Background: an optimization exercise with open tools, aiming at small area and a short achievable clock period. Do not read the settings as production practice. At most, simulation tests tie the RTL to the original design; equivalence was not proved. No functional check of the RTL was part of run 1. Power is estimated from default activity; no workload was simulated.

## flow/design.v (module list and top-level ports; edited modules follow where they fit)
// module nn: 969 lines
// module wS_fa: 4 lines
// module wS_ha: 4 lines
// module vS_fa: 4 lines
// module vS_ha: 4 lines
module nn #(parameter SIZE = 32) (
    input [SIZE-1:0] input_1,
    input [SIZE-1:0] input_2,
    input clk,
    input resetn,
    input enable,
    output [SIZE-1:0] final_output,
    output reg total_ovf,
    output reg total_zero,
    output [2:0] ovf_fsm_stage,
    output [2:0] zero_fsm_stage
);
  // ...
==> flow/flow/run.sh <==
#!/bin/bash
# Standard ORFS layout (the standard.sh), with two changes to how it is made:
#  - port buffers are sky130_fd_sc_hd__buf_2 instead of the resizer's default pick
#    (a slow delay buffer), so the input and output paths are not padded;
#  - timing repair aims at a setup margin below the clock period, so paths are
#    repaired toward the period the design can reach rather than only to 21 ns.
# Synthesis is the standard one, unchanged. Each tool's log stays under orfs/logs.
set -euo pipefail
bash standard.sh synth > make_synth.log 2>&1
export BUFFER_PORTS_ARGS="-buffer_cell sky130_fd_sc_hd__buf_2"
export SETUP_SLACK_MARGIN=15.8
bash standard.sh > make_layout.log 2>&1
==> flow/standard.sh <==
#!/bin/bash
# synth_recipe.tcl (not shown) runs the flow's synth.tcl, then flattens the netlist and writes it again
# the make line also repeats each setting of config.mk as NAME=value (left out here)
make -C /OpenROAD-flow-scripts/flow DESIGN_CONFIG=/design/flow/config.mk WORK_HOME=/design/flow/orfs CLKGATE_MAP_FILE= SYNTH_SCRIPT=/design/flow/synth_recipe.tcl "${@:-finish}"
==> flow/config.mk <==
export PLATFORM = sky130hd
export DESIGN_NAME = nn
export DESIGN_NICKNAME = nn
export VERILOG_FILES = /design/flow/design.v
export SDC_FILE = /design/flow/constraint.sdc
export NUM_CORES = 4
export LEC_CHECK = 0
export CAP_MARGIN = 20
export CORE_MARGIN = 2
export CORE_UTILIZATION = 40
export SLEW_MARGIN = 20
export SYNTH_HIERARCHICAL = 1
==> flow/constraint.sdc <==
create_clock -name core_clock -period 21.0 [get_ports {clk}]
set_input_delay 4.2000 -clock core_clock [delete_from_list [all_inputs] [get_ports {clk}]]
set_output_delay 4.2000 -clock core_clock [all_outputs]
set_load 0.01 [all_outputs]
==> qor.yml, run 1 <==
run_status:
  status: "no timing/DRC/antenna violations"
grt:
  grt_pass1_vias: 7652
  number_of_antenna_violations_at_the_first_check_in_global_routing: 0
  gr-total-overflow: 0
finish:
  multi_input_area_share: 0.559
  area_used_by_multi_input_combinational_logic_um2: 6760
  largest_register_ffs: 31
  regArea_um2: 3090
  finish.net_count: 1359
placed_design:
  io_buffer_count: 103
power_and_ir_drop:
  switching_share: 0.451
  switchingPower_w: 0.000934
synthesis:
  fraction_of_synthesis_flops_using_an_asynchronous_set_or_reset_pin: 0.423
  synthMostInstantiatedCell: "sky130_fd_sc_hd__inv_1"
  yosys_top_cell_area_share: 0.274
  synth_compound_gate_area_share: 0.121
sta:
  achievable-frequency_ghz: 0.180
worst_setup_path:
  kind_of_capture_point_of_the_worst_setup_path: "register"
  worst_r2r_path_cells: 20
  crit_path_start: "input_2[1]"
cts:
  numClockSinks: 111
  cts_inserted_buffers: 9
  clk_pin_slew_ns: 0.09
die:
  placementRows: 58
drt:
  drt_drc_violations_left: 0
  uppermost_routed_layer: "met4"
==> run 2, diff against run 1 <==
--- a/flow/design.v
+++ b/flow/design.v
@@ -16,34 +16,37 @@
     reg is_pre;          
     reg [28:0] fo_hi;    
     reg fo_2;            
     reg fo_lo;           
     assign final_output = {fo_hi, fo_2, fo_lo, fo_lo};
     reg [2:0] ostg_n, zstg_n;
     assign ovf_fsm_stage = ~ostg_n;
     assign zero_fsm_stage = ~zstg_n;
+    reg [4:0] nst0, nst1;
     always @(*) begin
         case (st)
-            S_DEACT: nst = enable ? (fo_2 ? S_PRE : S_LOAD) : S_DEACT;
-            S_IDLE:  nst = enable ? S_PRE : S_DEACT;
-            S_PRE:   nst = S_IN;
-            S_IN:    nst = S_OUT;
-            S_OUT:   nst = S_POST;
-            S_POST:  nst = S_IDLE;
-            default: nst = st + 5'd1;
+            S_DEACT: begin nst0 = S_DEACT; nst1 = fo_2 ? S_PRE : S_LOAD; end
+            S_IDLE:  begin nst0 = S_DEACT; nst1 = S_PRE; end
+            S_PRE:   begin nst0 = S_IN;    nst1 = S_IN; end
+            S_IN:    begin nst0 = S_OUT;   nst1 = S_OUT; end
+            S_OUT:   begin nst0 = S_POST;  nst1 = S_POST; end
+            S_POST:  begin nst0 = S_IDLE;  nst1 = S_IDLE; end
+            default: begin nst0 = st + 5'd1; nst1 = st + 5'd1; end
         endcase
     end
+    always @(*) nst = enable ? nst1 : nst0;
+    wire pre0 = (nst0 == S_PRE), pre1 = (nst1 == S_PRE);
     always @(posedge clk or negedge resetn)
         if (!resetn) begin
             st <= S_DEACT;
             is_pre <= 1'b0;
         end else begin
             st <= nst;
-            is_pre <= (nst == S_PRE);
+            is_pre <= enable ? pre1 : pre0;
         end
     reg signed [29:0] X;
     reg signed [30:0] Y;
     reg zxy;
     wire zin = ~|input_1[31:2] | ~|input_2[31:1];
     always @(posedge clk) begin
         zxy <= zin;
         if (is_pre) begin
@@ -72,53 +75,58 @@
     wire ok30 = (ssum[31:28] == 4'h0) || (ssum[31:28] == 4'hf);     
     wire v_ok = (vsum[31:29] == 3'b000) || (vsum[31:29] == 3'b111);
     reg qovf, qzero, ok32r, ok30r;
     wire ovf3 = ~(x3 & y3);
     wire quirk = ostg_n[2];    
     wire ovf4 = quirk ? qovf : ~(x4 & y4 & ok32r);
     wire zero4 = quirk & qzero;         
     wire ovf5 = total_ovf | ~ok30r;
-    wire zpre = is_pre & zin;
-    always @(posedge clk)
-        if (st == S_IN) begin
-            ok32r <= ok32;
-            ok30r <= ok30;
-        end
+    always @(posedge clk) begin
+        ok32r <= ok32;
+        ok30r <= ok30;
+    end
     always @(posedge clk or negedge resetn) begin
         if (!resetn) begin
             total_ovf <= 1'b0;
-            total_zero <= 1'b0;
             ostg_n <= 3'd0;
-            zstg_n <= 3'd0;
-        end else if (zpre) begin
-            total_zero <= 1'b1; zstg_n <= ~3'd2;
         end else begin
             case (st)
                 S_DEACT: if (enable) begin
-                    total_ovf <= 1'b0; total_zero <= 1'b0;
-                    ostg_n <= 3'd0; zstg_n <= 3'd0;
-                end
-                S_IN: if (ovf3) begin
-                    total_ovf <= 1'b1; ostg_n <= ~3'd3;
-                end else if (zxy) begin
-                    total_zero <= 1'b1; zstg_n <= ~3'd3;
-                end
-                S_OUT: if (ovf4) begin
-                    total_ovf <= 1'b1; ostg_n <= ~3'd4;
-                end else if (zero4) begin
-                    total_zero <= 1'b1; zstg_n <= ~3'd4;
-                end
-                S_POST: if (ovf5) begin
-                    total_ovf <= 1'b1; ostg_n <= ~3'd5;
+                    total_ovf <= 1'b0; ostg_n <= 3'd0;
                 end
+                S_IN:   if (ovf3) begin total_ovf <= 1'b1; ostg_n <= ~3'd3; end
+                S_OUT:  if (ovf4) begin total_ovf <= 1'b1; ostg_n <= ~3'd4; end
+                S_POST: if (ovf5) begin total_ovf <= 1'b1; ostg_n <= ~3'd5; end
                 default: ;
             endcase
         end
     end
+    reg tz_o;
+    reg [2:0] zs_o;
+    always @(*) begin
+        tz_o = total_zero;
+        zs_o = zstg_n;
+        case (st)
+            S_DEACT: if (enable) begin tz_o = 1'b0; zs_o = 3'd0; end
+            S_IN:    if (!ovf3 && zxy) begin tz_o = 1'b1; zs_o = ~3'd3; end
+            S_OUT:   if (!ovf4 && zero4) begin tz_o = 1'b1; zs_o = ~3'd4; end
+            default: ;
+        endcase
+    end
+    wire zpre = is_pre & zin;
+    always @(posedge clk or negedge resetn) begin
+        if (!resetn) begin
+            total_zero <= 1'b0;
+            zstg_n <= 3'd0;
+        end else begin
+            total_zero <= zpre | tz_o;
+            zstg_n <= zpre ? ~3'd2 : zs_o;
+        end
+    end
     always @(posedge clk or negedge resetn) begin
         if (!resetn) begin
             fo_hi <= 29'd0;
             fo_2 <= 1'b0;
             fo_lo <= 1'b0;
         end else if (st == S_POST) begin
             fo_2 <= 1'b1;
             fo_hi <= ovf5 ? {29{1'b1}} : ssum[28:0];
==> flow/flow/run.sh (replaced) <==
#!/bin/bash
# Standard ORFS layout (the standard.sh), with two changes to how it is made:
#  - port buffers are sky130_fd_sc_hd__buf_2 instead of the resizer's default pick
#    (a slow delay buffer), so the input and output paths are not padded;
#  - timing repair aims at a setup margin below the clock period, so paths are
#    repaired toward the period the design can reach rather than only to 21 ns.
# Synthesis is the standard one, unchanged. Each tool's log stays under orfs/logs.
set -euo pipefail
bash standard.sh synth > make_synth.log 2>&1
export BUFFER_PORTS_ARGS="-buffer_cell sky130_fd_sc_hd__buf_2"
export SETUP_SLACK_MARGIN=15.5
bash standard.sh > make_layout.log 2>&1
==> run 2 against run 1 <==
  * Still clean on timing, DRC and antenna
  * Sequential power down 8.7%
  * Die area down 0.35%
  * Flip-flop and latch count unchanged
  * Critical path type unchanged
==> qor.yml, run 2 <==
cts:
  clk_pin_slew_ns: 0.08  # was 0.09 ns
  cts_tree: "built"  # unchanged
  h-tree-depth: 3  # unchanged
  clock_insertion_delay_worst_skew_ns: 0.37  # was 0.38 ns
  cts_root_buf: "sky130_fd_sc_hd__clkbuf_16"  # unchanged
  cts_buffer_depth: 2  # unchanged
  numClockSinks: 111  # unchanged
  cts_inserted_buffers: 9  # unchanged
worst_setup_path:
  crit_buf_inv: 1  # unchanged
  cp.required_ns: 21.28  # was 21.27 ns
  crit_arrival_ns: 5.69  # was 5.81 ns
  cp_slowest_stage_delay_ns: 0.37  # was 0.36 ns
  crit_end: "total_zero"  # was ostg_n[1]
  worst_path_most_repeated_cell: "sky130_fd_sc_hd__nand2_1"
  path_cells: "buf_2 > nor4_1 > nand4_1 > o22ai_2 > nand2_1 > nand2_1 > a21oi_1 > o31ai_1"  # was buf_8 > nor4_4 > nand4_1 > o22ai_2 > nand2_2 > o2111ai_4 > a211oi_4 > a2bb2oi_1
  kind_of_capture_point_of_the_worst_setup_path: "register"  # unchanged
  crit_path_max_fanout: 3  # was 5
  r2r_end: "ok30r"  # unchanged
  path_class: "in -> reg"  # unchanged
  path_delay_family: "simple AND/OR/NAND/NOR gates"  # unchanged
  worst_r2r_path_cells: 19  # was 20
  reg2reg_setup_slack_ns: 15.75  # was 15.68 ns
  cp-start-kind: "primary input"  # unchanged
  rr_startpoint: "Y[9]"  # was Y[8]
  crit_path_start: "input_2[7]"  # was input_2[1]
  timing.critical_path.slowest_stage_cell: "sky130_fd_sc_hd__nor4_1"  # was sky130_fd_sc_hd__nor4_4
  cp_num_cells: 8  # unchanged
synthesis:
  synth_cell_types: 66  # was 67
  synth-main-ff-cell: "sky130_fd_sc_hd__edfxtp_1"  # unchanged
  synth-warning-count: 7  # unchanged
  post_synth_most_frequent_cells: "sky130_fd_sc_hd__inv_1, sky130_fd_sc_hd__fa_1, sky130_fd_sc_hd__ha_1"  # unchanged
  ys_top_cells_by_area: "sky130_fd_sc_hd__fa_1, sky130_fd_sc_hd__edfxtp_1, sky130_fd_sc_hd__ha_1"  # unchanged
  postSynthAreaPerCell_um2: 11.3  # was 11.4 um2
  yosysSeqAreaShare: 0.303  # was 0.304
  fraction_of_synthesis_flops_using_an_asynchronous_set_or_reset_pin: 0.423  # unchanged
  post_synth_design_cell_area_um2: 10100  # was 10200 um2
  number_of_enable_flip_flop_cells_after_synthesis: 61  # was 63
  synthMostInstantiatedCell: "sky130_fd_sc_hd__inv_1"  # unchanged
  synth.largest_area_cell: "sky130_fd_sc_hd__fa_1"  # unchanged
  synthesis.instances: 896  # was 891
  yosys_top_cell_area_share: 0.275  # was 0.274
  synthesized_flop_and_latch_total: 111  # unchanged
  synth_nets: 1205  # was 1200
job:
  max_cap_violations: 0  # unchanged
die:
  height_of_the_die_um: 163  # about the same
  die_x_um: 163  # about the same
  core_area_um2: 25000  # unchanged
  die_area_um2: 26600  # was 26700 um2
  count_of_pins_on_the_block_boundary: 107  # unchanged
  placementRows: 58  # unchanged
  initial_core_util: 0.404  # was 0.406
sta:
  setup-violations-final: 0  # unchanged
  timing.hold.ws_ns: 0.487  # was 0.488 ns
  setup_tns_ns: 0  # unchanged
  max_slew_margin: 0.399  # was 0.429
  unrepaired_setup_endpoints_after_global_routing: "true"  # unchanged
  finalCritPeriodShare: 0.258  # was 0.264
  transition_time_at_the_pin_with_the_least_slew_margin_ns: 0.901  # was 0.854 ns
  finalMaxSlewViolations: 0  # unchanged
  achievable-frequency_ghz: 0.185  # was 0.180 GHz
  finalClockSkew_ns: 0.0149  # was 0.0203 ns
  post-route-min-period_ns: 5.41  # was 5.54 ns
  hold_viol_final: 0  # unchanged
drt:
  drt_first_pass_iters: 5  # unchanged
  uppermost_routed_layer: "met4"  # unchanged
  vias_per_cell: 5.29  # was 5.38
  final_antenna_net_count: 0  # unchanged
  num_vias: 7226  # was 7457
  drt_drc_violations_left: 0  # unchanged
  routed-wl-met3_um: 1010  # was 1370 um
  wl_met2_um: 11100  # was 11800 um
  wirelength_met1_um: 11800  # was 12300 um
  drt_iter0_drc: 543  # was 462
  wl_per_cell_um: 17.8  # was 18.8 um
  drt-total-wl_um: 24400  # was 26100 um
finish:
  final.fill_count: 2368  # was 2329
  regArea_um2: 3070  # was 3090 um2
  reg.largest.list: "Y x31, X x30, fo_hi x29"  # unchanged
  final_cell_mix: "sky130_fd_sc_hd__inv_1, sky130_fd_sc_hd__fa_1, sky130_fd_sc_hd__buf_2"  # unchanged
  layout-drive-gt1-share: 0.178  # was 0.216
  largest_register_ffs: 31  # unchanged
  leading_cell_type_in_the_layout_fill_and_taps_excluded: "sky130_fd_sc_hd__inv_1"  # unchanged
  regMostFlops: "Y"  # unchanged
  antenna-diode-count: 0  # unchanged
  finish.net_count: 1341  # was 1359
  area_growth_syn_to_layout_pct: 14.9  # was 19.0%
  area_used_by_multi_input_combinational_logic_um2: 6580  # was 6760 um2
power_and_ir_drop:
  switchingPower_w: 0.000919  # was 0.000934 W
  static-leakage-power_nw: 4.89  # was 5.06 nW
  comb_power_share: 0.743  # was 0.731
  powerDensity_nw_per_um2: 169  # was 171 nW/um2
  switching_share: 0.469  # was 0.451
  irDropWorstVdd_mv: 0.0942  # was 0.0740 mV
  intPower_w: 0.00104  # was 0.00114 W
  share_clk_of_total_power: 0.087  # was 0.092
  power.share.sequential: 0.170  # was 0.177
placed_design:
  io_buffer_count: 103  # unchanged
  hpwl_um: 19600  # was 20200 um
  routability_congestion_estimate: 0.877  # was 0.884
min_path:
  holdPathStages: 1  # unchanged
  min-delay-path-class: "reg -> reg"  # unchanged
grt:
  number_of_antenna_violations_at_the_first_check_in_global_routing: 0  # unchanged
  gr-total-overflow: 0  # unchanged
  grt_pass1_vias: 7260  # was 7652
  grt_max_degree: 64  # was 63
  grt.total_usage: 0.193  # was 0.206
  wire_length_of_the_first_global_routing_pass_um: 39300  # was 41900 um
run_status:
  status: "no timing/DRC/antenna violations"  # unchanged
[run 2: timing repair]
item,4_1_cts,5_1_grt
setup buffers,6,24
cloned,0,0
setup endpoints to repair,3,5
resized for setup,3,17
hold buffers,0,0
pin swaps,0,20
[run 2: stage by stage]
| stage | cells | worst slack (ns) | util | power (W) | instance area, um2 |
|---|---|---|---|---|---|
| 3_3_place_gp | 1321 | 15.06 | 0.440 | 0.00165 | 11000 |
| 6_report | 1367 | 15.59 | 0.465 | 0.00196 | 11600 |
| 4_1_cts | 1343 | 15.49 | 0.454 | 0.00187 | 11400 |
| 2_1_floorplan | 896 | 15.79 | - | 0.00137 | 10100 |
| 5_1_grt | 1367 | 15.45 | 0.465 | 0.00219 | 11600 |
| 3_5_place_dp | 1321 | 15.09 | 0.440 | 0.00168 | 11000 |
[run 2: cell families after synthesis]
| logic type | after synthesis | share of synthesized area |
|---|---|---|
| xor gates and xnor gates | 19 | 0.0164 |
| AOI/OAI and AO/OA | 181 | 0.122 |
| adders and majority gates | 242 | 0.402 |
| buffers and inverters | 151 | 0.0571 |
| muxes | 4 | 0.00396 |
| DFF | 111 | 0.303 |
| and+or+nand+nor | 188 | 0.0954 |
[run 2: how the worst min path moves through the flow]
stage	start	end	slack (ns)
after floorplan	fo_2	fo_2	0.45
after global placement	fo_2	fo_2	0.47
after detailed placement	qzero	qzero	0.47
after CTS	qzero	qzero	0.49
after global routing	qzero	qzero	0.49
final	qzero	qzero	0.49
[run 2: metal layers]
| metal | global-route usage | vias up |
|---|---|---|
| li1 | - | 3412 |
| met1 | 0.289 | 3615 |
| met2 | 0.299 | 176 |
| met3 | 0.0190 | 23 |
| met4 | 0.0539 | 0 |
| met5 | 0 | - |
[run 2: worst register-to-register path, cell delays in order, from the launching register on]
cell                        delay, ns
sky130_fd_sc_hd__edfxtp_1        0.44
sky130_fd_sc_hd__fa_1            0.60
sky130_fd_sc_hd__fa_1            0.45
sky130_fd_sc_hd__fa_1            0.55
sky130_fd_sc_hd__ha_4            0.23
sky130_fd_sc_hd__a211o_1         0.34
sky130_fd_sc_hd__a21oi_2         0.17
sky130_fd_sc_hd__a31oi_4         0.15
sky130_fd_sc_hd__a2111oi_4       0.34
sky130_fd_sc_hd__nor2_2          0.09
sky130_fd_sc_hd__a41o_1          0.26
sky130_fd_sc_hd__o41ai_4         0.36
sky130_fd_sc_hd__o21a_1          0.20
sky130_fd_sc_hd__fa_2            0.20
sky130_fd_sc_hd__xnor2_1         0.12
sky130_fd_sc_hd__xor2_1          0.21
sky130_fd_sc_hd__inv_1           0.08
sky130_fd_sc_hd__ha_2            0.18
sky130_fd_sc_hd__nand3_2         0.07
sky130_fd_sc_hd__o21ai_2         0.08
[run 2: cell type report]
| cell class | instances | share of cell area |
|---|---|---|
| Clock inverter | 6 | 0.00463 |
| Clock buffer | 10 | 0.0197 |
| Multi-Input combinational cell | 634 | 0.565 |
| Tap cell | 330 | 0.0355 |
| Inverter | 140 | 0.0452 |
| Timing Repair Buffer | 136 | 0.0656 |
| Sequential cell | 111 | 0.264 |
[run 2: power groups by stage]
stage	combinational, W	sequential [W]	clock (W)
after floorplan	0.00103	0.000333	0
final	0.00146	0.000334	0.000170
after CTS	0.00136	0.000337	0.000176
after detailed placement	0.00133	0.000344	0
after global placement	0.00131	0.000344	0
after global routing	0.00167	0.000341	0.000184
[run 2: per-module statistics from Yosys, one instance, submodules excluded]
module	flops+latches	times used	cells
wS_ha	0	5	1
wS_fa	0	75	1
vS_ha	0	3	1
vS_fa	0	49	1
nn	111	1	764
==> run 3, diff against run 2 <==
--- a/flow/config.mk
+++ b/flow/config.mk
@@ -7,6 +7,6 @@
 export LEC_CHECK = 0
 export CAP_MARGIN = 20
 export CORE_MARGIN = 2
-export CORE_UTILIZATION = 40
+export CORE_UTILIZATION = 60
 export SLEW_MARGIN = 20
 export SYNTH_HIERARCHICAL = 1
==> run 3 against run 2 <==
  * Still clean
  * Clock skew fell by 0.0027 ns
  * Register-to-register slack improved by 0.05 ns
  * Routed wire length fell by 1.5%
  * Global-route usage rose by 9.1 points
  * Synthesized area did not move
  * Count of clock-buffer cells in the layout did not move
  * Total power fell by 1.3%
  * Fmax rose by 0.36%
  * Die area fell by 33%
  * Non-clock buffer count fell by 12
  * Design area fell by 1.8%
  * Flip-flop and latch count did not move
  * Highest routed layer unchanged
==> qor.yml, run 3 <==
run_status:
  status: "no timing/DRC/antenna violations"  # unchanged
synthesis:
  synth.largest_area_cell: "sky130_fd_sc_hd__fa_1"  # unchanged
  synth-main-ff-cell: "sky130_fd_sc_hd__edfxtp_1"  # unchanged
  yosys_top_cell_area_share: 0.275  # unchanged
  number_of_enable_flip_flop_cells_after_synthesis: 61  # unchanged
  post_synthesis_share_of_cell_area_spent_on_xor_and_xnor_gates: 0.0164  # unchanged
  synthesized_flop_and_latch_total: 111  # unchanged
  synth_compound_gate_area_share: 0.122  # unchanged
  post_synth_design_cell_area_um2: 10100  # unchanged
  fraction_of_synthesis_flops_using_an_asynchronous_set_or_reset_pin: 0.423  # unchanged
  yosysSeqAreaShare: 0.303  # unchanged
  synth-warning-count: 7  # unchanged
  postSynthAreaPerCell_um2: 11.3  # unchanged
  post_synth_most_frequent_cells: "sky130_fd_sc_hd__inv_1, sky130_fd_sc_hd__fa_1, sky130_fd_sc_hd__ha_1"  # unchanged
  synth_top_family_by_area: "adder cells"  # unchanged
  yosys-mux-area-fraction: 0.00396  # unchanged
  synth-simple-area-share: 0.0954  # unchanged
  synthMostInstantiatedCell: "sky130_fd_sc_hd__inv_1"  # unchanged
  ys_top_cells_by_area: "sky130_fd_sc_hd__fa_1, sky130_fd_sc_hd__edfxtp_1, sky130_fd_sc_hd__ha_1"  # unchanged
  synthesis.instances: 896  # unchanged
  synthAdderAreaFrac: 0.402  # unchanged
  synth_nets: 1205  # unchanged
  synth_cell_types: 66  # unchanged
drt:
  drt-total-wl_um: 24000  # was 24400 um
  wl_per_cell_um: 19.3  # was 17.8 um
  vias_per_cell: 5.92  # was 5.29
  final_antenna_net_count: 0  # unchanged
  num_vias: 7372  # was 7226
  drt_drc_violations_left: 0  # unchanged
  drt_first_pass_iters: 5  # unchanged
  drt_iter0_drc: 475  # was 543
die:
  die_area_um2: 17900  # was 26600 um2
  initial_core_util: 0.613  # was 0.404
  placementRows: 47  # was 58
  count_of_pins_on_the_block_boundary: 107  # unchanged
  die_x_um: 134  # was 163 um
  core_area_um2: 16500  # was 25000 um2
  height_of_the_die_um: 134  # was 163 um
worst_setup_path:
  reg2reg_setup_slack_ns: 15.80  # was 15.75 ns
  path_delay_family: "simple AND/OR/NAND/NOR gates"  # unchanged
  cp-start-kind: "primary input"  # unchanged
  kind_of_capture_point_of_the_worst_setup_path: "register"  # unchanged
  worst_path_most_repeated_cell: "sky130_fd_sc_hd__nand2_2"  # was sky130_fd_sc_hd__nand2_1
  crit_path_max_fanout: 3  # unchanged
  path_class: "in -> reg"  # unchanged
  crit_arrival_ns: 5.67  # was 5.69 ns
  crit_buf_inv: 1  # unchanged
  path_cells: "buf_6 > nor4_4 > nand4_1 > o22ai_4 > nand2_2 > nand2_2 > a21oi_2 > o31ai_1"  # was buf_2 > nor4_1 > nand4_1 > o22ai_2 > nand2_1 > nand2_1 > a21oi_1 > o31ai_1
  cp_slowest_stage_delay_ns: 0.35  # was 0.37 ns
  timing.critical_path.slowest_stage_cell: "sky130_fd_sc_hd__o22ai_4"  # was sky130_fd_sc_hd__nor4_1
  cp.required_ns: 21.28  # about the same
cts:
  cts_root_buf: "sky130_fd_sc_hd__clkbuf_16"  # unchanged
  cts_hold_buffers: 0  # unchanged
  cts_buffer_depth: 2  # unchanged
  clock_insertion_delay_worst_skew_ns: 0.36  # was 0.37 ns
  h-tree-depth: 3  # unchanged
  numClockSinks: 111  # unchanged
  cts_inserted_buffers: 9  # unchanged
  cts_tree: "built"  # unchanged
  clk_pin_slew_ns: 0.08  # about the same
finish:
  leading_cell_type_in_the_layout_fill_and_taps_excluded: "sky130_fd_sc_hd__inv_1"  # unchanged
  layout-drive-gt1-share: 0.165  # was 0.178
  final.fill_count: 1242  # was 2368
  final_cell_mix: "sky130_fd_sc_hd__inv_1, sky130_fd_sc_hd__fa_1, sky130_fd_sc_hd__ha_1, sky130_fd_sc_hd__buf_2, sky130_fd_sc_hd__edfxtp_1"  # was sky130_fd_sc_hd__inv_1, sky130_fd_sc_hd__fa_1, sky130_fd_sc_hd__buf_2
  regArea_um2: 3070  # unchanged
  reg.largest.list: "Y x31, X x30, fo_hi x29"  # unchanged
  regMostFlops: "Y"  # unchanged
  area_used_by_multi_input_combinational_logic_um2: 6580  # about the same
  area_growth_syn_to_layout_pct: 12.9  # was 14.9%
  final-instance-count-excl-fill: 1245  # was 1367
  finish.net_count: 1329  # was 1341
  largest_register_ffs: 31  # unchanged
  antenna-diode-count: 0  # unchanged
placed_design:
  hpwl_um: 19500  # was 19600 um
  routability_congestion_estimate: 0.886  # was 0.877
  placed_cells: 1210  # was 1321
  dp_slack_ns: 14.79  # was 15.09 ns
  io_buffer_count: 103  # unchanged
grt:
  grt_pass1_vias: 7768  # was 7260
  number_of_antenna_violations_at_the_first_check_in_global_routing: 0  # unchanged
  wire_length_of_the_first_global_routing_pass_um: 39400  # was 39300 um
  grt_max_degree: 64  # unchanged
  grt.total_usage: 0.284  # was 0.193
  gr-total-overflow: 0  # unchanged
sta:
  finalClockSkew_ns: 0.0122  # was 0.0149 ns
  transition_time_at_the_pin_with_the_least_slew_margin_ns: 0.829  # was 0.901 ns
  setup_tns_ns: 0  # unchanged
  finalCritPeriodShare: 0.257  # was 0.258
  achievable-frequency_ghz: 0.186  # was 0.185 GHz
  hold_viol_final: 0  # unchanged
  max_slew_margin: 0.447  # was 0.399
  setup-violations-final: 0  # unchanged
  timing.final.ws_setup_ns: 15.61  # was 15.59 ns
  finalMaxSlewViolations: 0  # unchanged
  post-route-min-period_ns: 5.39  # was 5.41 ns
  unrepaired_setup_endpoints_after_global_routing: "false"  # was true
power_and_ir_drop:
  static-leakage-power_nw: 4.84  # was 4.89 nW
  irDropWorstVdd_mv: 0.0785  # was 0.0942 mV
  powerDensity_nw_per_um2: 169  # about the same
job:
  max_cap_violations: 0  # unchanged
min_path:
  min-delay-path-class: "reg -> reg"  # unchanged
==> run 3: changes by cell type in the layout (fill, tap and decap cells not counted), sizes merged <==
cell and change:
buf -12, inv -2, clkinvlp +1, clkinv +1
==> run 3: layer usage <==
metal	part of all wire	routed length, um	vias up	GRT usage
met1	0.44	10500	3646	0.399
met2	0.47	11400	296	0.463
met4	0.026	622	0	0.100
met5	0	0	-	0
met3	0.065	1560	41	0.0351
li1	-	-	3389	-
==> run 3: cell families (layout without fill, tap and decap cells) <==
kind of cell	Yosys count	in the layout
adders and majority gates	242	242
AOI/OAI and AO/OA	181	181
xor gates and xnor gates	19	19
muxes	4	4
buffers and inverters	151	280
DFF	111	111
and+or+nand+nor	188	188
==> run 3: repair_timing <==
item,4_1_cts,5_1_grt
setup buffers,7,12
endpoints found under the hold margin,0,0
endpoints found under the setup margin,7,3
gates resized for setup,5,16
pin swaps,2,16
==> run 3: cell type report <==
cell class	count	area share
clock buffers	10	0.0200
repair buffers	124	0.0611
multi-input cells	634	0.576
well taps	220	0.0241
flip-flops and latches	111	0.269
inverters	140	0.0460
clock inverters	6	0.00394
==> run 3: path summary, 6_finish.rpt <==
kind / from / to / cells after the start
min in group asynchronous: resetn / fo_hi[2] / 2
max in group asynchronous: resetn / is_pre / 2
hold / removal: qzero / qzero / 1
setup reg to reg: Y[16] / ok30r / 18
hold reg to reg: qzero / qzero / 1
setup / recovery: input_2[13] / total_zero / 8
==> run 3: modules after synthesis (local to each module, per instance) <==
module / flip-flops and latches / times used / cells inside
vS_fa: 0 / 49 / 1
wS_fa: 0 / 75 / 1
vS_ha: 0 / 3 / 1
wS_ha: 0 / 5 / 1
nn: 111 / 1 / 764
==> run 3: stage by stage <==
stage          instance area [um2]  total power [W]  utilization  hold slack, ns
6_report                     11400          0.00194        0.692           0.490
5_1_grt                      11400          0.00216        0.692           0.495
4_1_cts                      11200          0.00189        0.680           0.487
3_5_place_dp                 10900          0.00170        0.658           0.472
3_3_place_gp                 10900          0.00163        0.658           0.467
2_1_floorplan                10100          0.00137            -           0.451
==> run 3: report_power, final <==
group	total, W	switching, W	internal [W]
combinational	0.00144	0.000773	0.000667
sequential	0.000332	0.0000565	0.000276
clock	0.000164	0.0000823	0.0000815
==> run 4, diff against run 3 <==
==> flow/flow/run.sh (replaced) <==
#!/bin/bash
# Standard ORFS layout (the standard.sh), with changes to how it is made only:
#  - port buffers: buf_1 on inputs, buf_2 on outputs (flow/ports.tcl) instead of
#    the resizer's default pick (a slow delay buffer);
#  - timing repair aims at a setup margin below the clock period, so paths are
#    repaired toward the period the design can reach rather than only to 21 ns.
# Synthesis is the standard one, unchanged. Each tool's log stays under orfs/logs;
# make's own output goes to make_*.log here.
set -euo pipefail
here=$(pwd)
bash standard.sh synth > make_synth.log 2>&1
export DONT_BUFFER_PORTS=1
export PRE_GLOBAL_PLACE_TCL=$here/flow/ports.tcl
export SETUP_SLACK_MARGIN=15.75
bash standard.sh > make_layout.log 2>&1
==> flow/flow/ports.tcl (new file) <==
# Port buffers (sourced before global placement, in place of ORFS's own
# buffer_ports call): every input and output port still gets a buffer.
buffer_ports -inputs -buffer_cell sky130_fd_sc_hd__buf_1
buffer_ports -outputs -buffer_cell sky130_fd_sc_hd__buf_2
--- a/flow/config.mk
+++ b/flow/config.mk
@@ -8,5 +8,8 @@
 export CAP_MARGIN = 20
 export CORE_MARGIN = 2
 export CORE_UTILIZATION = 60
+export CTS_BUF_LIST = sky130_fd_sc_hd__clkbuf_8
+export CTS_CLUSTER_DIAMETER = 100
+export CTS_CLUSTER_SIZE = 40
 export SLEW_MARGIN = 20
 export SYNTH_HIERARCHICAL = 1
==> run 4 against run 3 <==
  * Still clean
  * Worst setup slack better by 0.11 ns
  * Register-to-register slack improved by 0.12 ns
  * Synthesized cell count unchanged
  * First-iteration DRC count increased by 6.1%
  * Count of clock-buffer cells in the layout down 1
  * Sequential power rose by 1%
  * Global-route usage is essentially flat
  * Worst hold slack gained 0.0016 ns
  * Synthesized area stayed put
  * Total power fell by 0.51%
  * Critical path type unchanged
  * Critical endpoint unchanged
  * Highest routed layer unchanged
==> qor.yml, run 4 <==
run_status:
  status: "no timing/DRC/antenna violations"  # unchanged
grt:
  number_of_antenna_violations_at_the_first_check_in_global_routing: 0  # unchanged
  met1_usage: 0.410  # was 0.399
  grt_pass1_vias: 7572  # was 7768
  grt-busiest-layer: "met2"  # unchanged
  grt_max_degree: 64  # unchanged
  grt.total_usage: 0.284  # about the same
  globalRouteMet3Util: 0.0408  # was 0.0351
  gr-total-overflow: 0  # unchanged
  wire_length_of_the_first_global_routing_pass_um: 39000  # was 39400 um
  grtUsageMet2: 0.455  # was 0.463
power_and_ir_drop:
  power_w: 0.00193  # was 0.00194 W
  irDropWorstVdd_mv: 0.0761  # was 0.0785 mV
  static-leakage-power_nw: 4.51  # was 4.84 nW
  powerDensity_nw_per_um2: 177  # was 169 nW/um2
worst_setup_path:
  kind_of_capture_point_of_the_worst_setup_path: "register"  # unchanged
  cp.required_ns: 21.31  # was 21.28 ns
  crit_path_start: "input_2[23]"  # was input_2[13]
  crit_arrival_ns: 5.59  # was 5.67 ns
  path_class: "in -> reg"  # unchanged
  crit_path_max_fanout: 3  # unchanged
  rr_startpoint: "Y[6]"  # was Y[16]
  cp-start-kind: "primary input"  # unchanged
placed_design:
  routability_congestion_estimate: 0.943  # was 0.886
  hpwl_um: 19200  # was 19500 um
  placed_cells: 1106  # was 1210
  io_buffer_count: 103  # unchanged
finish:
  layout.core_utilization: 0.660  # was 0.692
  final-instance-count-excl-fill: 1153  # was 1245
  layout-drive-gt1-share: 0.0857  # was 0.165
  largest_register_ffs: 31  # unchanged
  finish.net_count: 1237  # was 1329
  leading_cell_type_in_the_layout_fill_and_taps_excluded: "sky130_fd_sc_hd__inv_1"  # unchanged
  final_cell_mix: "sky130_fd_sc_hd__inv_1, sky130_fd_sc_hd__fa_1, sky130_fd_sc_hd__ha_1"  # was sky130_fd_sc_hd__inv_1, sky130_fd_sc_hd__fa_1, sky130_fd_sc_hd__ha_1, sky130_fd_sc_hd__buf_2, sky130_fd_sc_hd__edfxtp_1
  antenna-diode-count: 0  # unchanged
  reg.largest.list: "Y x31, X x30, fo_hi x29"  # unchanged
  regMostFlops: "Y"  # unchanged
  area_growth_syn_to_layout_pct: 7.79  # was 12.9%
die:
  placementRows: 47  # unchanged
  count_of_pins_on_the_block_boundary: 107  # unchanged
  die_area_um2: 17900  # unchanged
  initial_core_util: 0.613  # unchanged
  core_area_um2: 16500  # unchanged
  die_x_um: 134  # unchanged
  height_of_the_die_um: 134  # unchanged
synthesis:
  yosysSeqAreaShare: 0.303  # unchanged
  fraction_of_synthesis_flops_using_an_asynchronous_set_or_reset_pin: 0.423  # unchanged
  synthesized_flop_and_latch_total: 111  # unchanged
  yosys_top_cell_area_share: 0.275  # unchanged
  post_synth_design_cell_area_um2: 10100  # unchanged
  synth_cell_types: 66  # unchanged
  synth-main-ff-cell: "sky130_fd_sc_hd__edfxtp_1"  # unchanged
  synth-warning-count: 7  # unchanged
  postSynthAreaPerCell_um2: 11.3  # unchanged
  synth.largest_area_cell: "sky130_fd_sc_hd__fa_1"  # unchanged
  number_of_enable_flip_flop_cells_after_synthesis: 61  # unchanged
  synthesis.instances: 896  # unchanged
  synthMostInstantiatedCell: "sky130_fd_sc_hd__inv_1"  # unchanged
  post_synth_most_frequent_cells: "sky130_fd_sc_hd__inv_1, sky130_fd_sc_hd__fa_1, sky130_fd_sc_hd__ha_1"  # unchanged
  synth_nets: 1205  # unchanged
  ys_top_cells_by_area: "sky130_fd_sc_hd__fa_1, sky130_fd_sc_hd__edfxtp_1, sky130_fd_sc_hd__ha_1"  # unchanged
cts:
  clock_insertion_delay_worst_skew_ns: 0.40  # was 0.36 ns
  cts_inserted_buffers: 9  # unchanged
  cts_root_buf: "sky130_fd_sc_hd__clkbuf_8"  # was sky130_fd_sc_hd__clkbuf_16
  cts_buffer_depth: 2  # unchanged
  clk_pin_slew_ns: 0.12  # was 0.08 ns
  h-tree-depth: 3  # unchanged
  numClockSinks: 111  # unchanged
  cts_tree: "built"  # unchanged
  cts_hold_buffers: 0  # unchanged
job:
  max_cap_violations: 0  # unchanged
sta:
  finalCritPeriodShare: 0.251  # was 0.257
  unrepaired_setup_endpoints_after_global_routing: "true"  # was false
  post-route-min-period_ns: 5.28  # was 5.39 ns
  finalClockSkew_ns: 0.0162  # was 0.0122 ns
  achievable-frequency_ghz: 0.190  # was 0.186 GHz
  hold_viol_final: 0  # unchanged
  setup_tns_ns: 0  # unchanged
  transition_time_at_the_pin_with_the_least_slew_margin_ns: 0.802  # was 0.829 ns
  finalMaxSlewViolations: 0  # unchanged
  timing.hold.ws_ns: 0.492  # was 0.490 ns
  max_slew_margin: 0.465  # was 0.447
  setup-violations-final: 0  # unchanged
drt:
  num_vias: 7081  # was 7372
  drt-total-wl_um: 23900  # was 24000 um
  drt_first_pass_iters: 5  # unchanged
  wl_per_cell_um: 20.8  # was 19.3 um
  vias_per_cell: 6.14  # was 5.92
  drt_iter0_drc: 504  # was 475
  final_antenna_net_count: 0  # unchanged
  drt_drc_violations_left: 0  # unchanged
min_path:
  min-delay-path-class: "reg -> reg"  # unchanged
  min-delay-start: "qzero"  # unchanged
-- run 4: final timing paths --
kind | cells past startpoint | slack [ns] | end
setup / recovery | 7 | 15.72 | total_zero
hold / removal | 1 | 0.49 | qzero
setup reg to reg | 19 | 15.92 | ok30r
hold reg to reg | 1 | 0.49 | qzero
max in group asynchronous | 0 | 17.33 | qzero
min in group asynchronous | 0 | 3.47 | fo_hi[7]
-- run 4: worst max-delay path, cell delays in order --
cell	delay, ns
sky130_fd_sc_hd__nor4_1	0.49
sky130_fd_sc_hd__nand4_1	0.24
sky130_fd_sc_hd__o22ai_4	0.31
sky130_fd_sc_hd__nand2_2	0.11
sky130_fd_sc_hd__nand2_1	0.11
sky130_fd_sc_hd__a21oi_1	0.04
sky130_fd_sc_hd__o31ai_1	0.08
-- run 4: report_power, final --
part           switching, W  internal [W]  total, W
clock network     0.0000788     0.0000569  0.000136
logic              0.000775      0.000679   0.00145
registers         0.0000601      0.000276  0.000336
-- run 4: per-module statistics from Yosys, one instance, submodules excluded --
module | flip-flops and latches | cell area (um2)
nn | 111 | 7540
vS_ha | 0 | 12.5
vS_fa | 0 | 20.0
wS_fa | 0 | 20.0
wS_ha | 0 | 12.5
-- run 4: final cells by class --
class | count | area, um2
Sequential cell | 111 | 3070
Fill cell | 1291 | 5610
Timing Repair Buffer | 32 | 240
Tap cell | 220 | 275
Clock buffer | 9 | 124
Inverter | 140 | 526
Clock inverter | 7 | 78.8
Multi-Input combinational cell | 634 | 6600
-- run 4: layer usage --
metal | routed length [um] | share of wire | up-vias
met5 | 0 | 0 | -
met4 | 545 | 0.023 | 0
met3 | 1510 | 0.063 | 37
met2 | 11100 | 0.46 | 296
met1 | 10800 | 0.45 | 3556
li1 | - | - | 3192
-- run 4: kinds of logic after synthesis --
logic type / count (synthesis) / synth area share
DFF: 111 / 0.303
AOI/OAI and AO/OA: 181 / 0.122
adders and majority gates: 242 / 0.402
xor gates and xnor gates: 19 / 0.0164
muxes: 4 / 0.00396
and+or+nand+nor: 188 / 0.0954
buffers and inverters: 151 / 0.0571
-- run 4: stage by stage --
step	cell area, um2	setup slack [ns]
global placement	10400	14.84
finish	10900	15.72
CTS	10800	15.73
global route	10900	15.63
floorplan	10100	15.79
detailed placement	10400	14.73
-- run 4: what timing repair did --
action | in CTS | in global routing
gates cloned | 0 | 0
pin swaps | 18 | 3
buffers inserted | 20 | 11
gates resized for setup | 13 | 8
endpoints found under the setup margin | 7 | 6

## separate check: timing with driven ports
No port has a modelled driver above. Below, the same layouts with a new extraction and two added sets of constraints. Step 1: set_driving_cell puts a clkbuf_16 on clk and a buf_2 on each other input, an assumption about the parent block. Step 2 adds t to the input delays and takes it off the output delays; t is the mean of the earliest and latest rising clock arrival at the registers after step 1. Input paths then give back, and output paths get back, about the clock's delay inside the block. Slacks: no drivers / after step 1 / after step 2; pairs: no drivers / after step 1.
| run | t (ns) | setup slack, ns | slew at the worst register clock pin (ns) | worst data-port slew with drivers (ns) |
|---|---|---|---|---|
| run 1 | 0.411 | 15.456 / 15.458 / 15.047 | 0.09 / 0.09 | 0.05 |
| run 2 | 0.411 | 15.591 / 15.615 / 15.204 | 0.09 / 0.09 | 0.04 |
| run 3 | 0.402 | 15.610 / 15.625 / 15.222 | 0.08 / 0.08 | 0.04 |
| run 4 | 0.432 | 15.723 / 15.730 / 15.298 | 0.12 / 0.12 | 1.02 |
After both steps setup and hold are still met in every run listed. The setup slack of run 4, which loses most, moves by +0.007 ns with the drivers and by -0.425 ns with both steps.
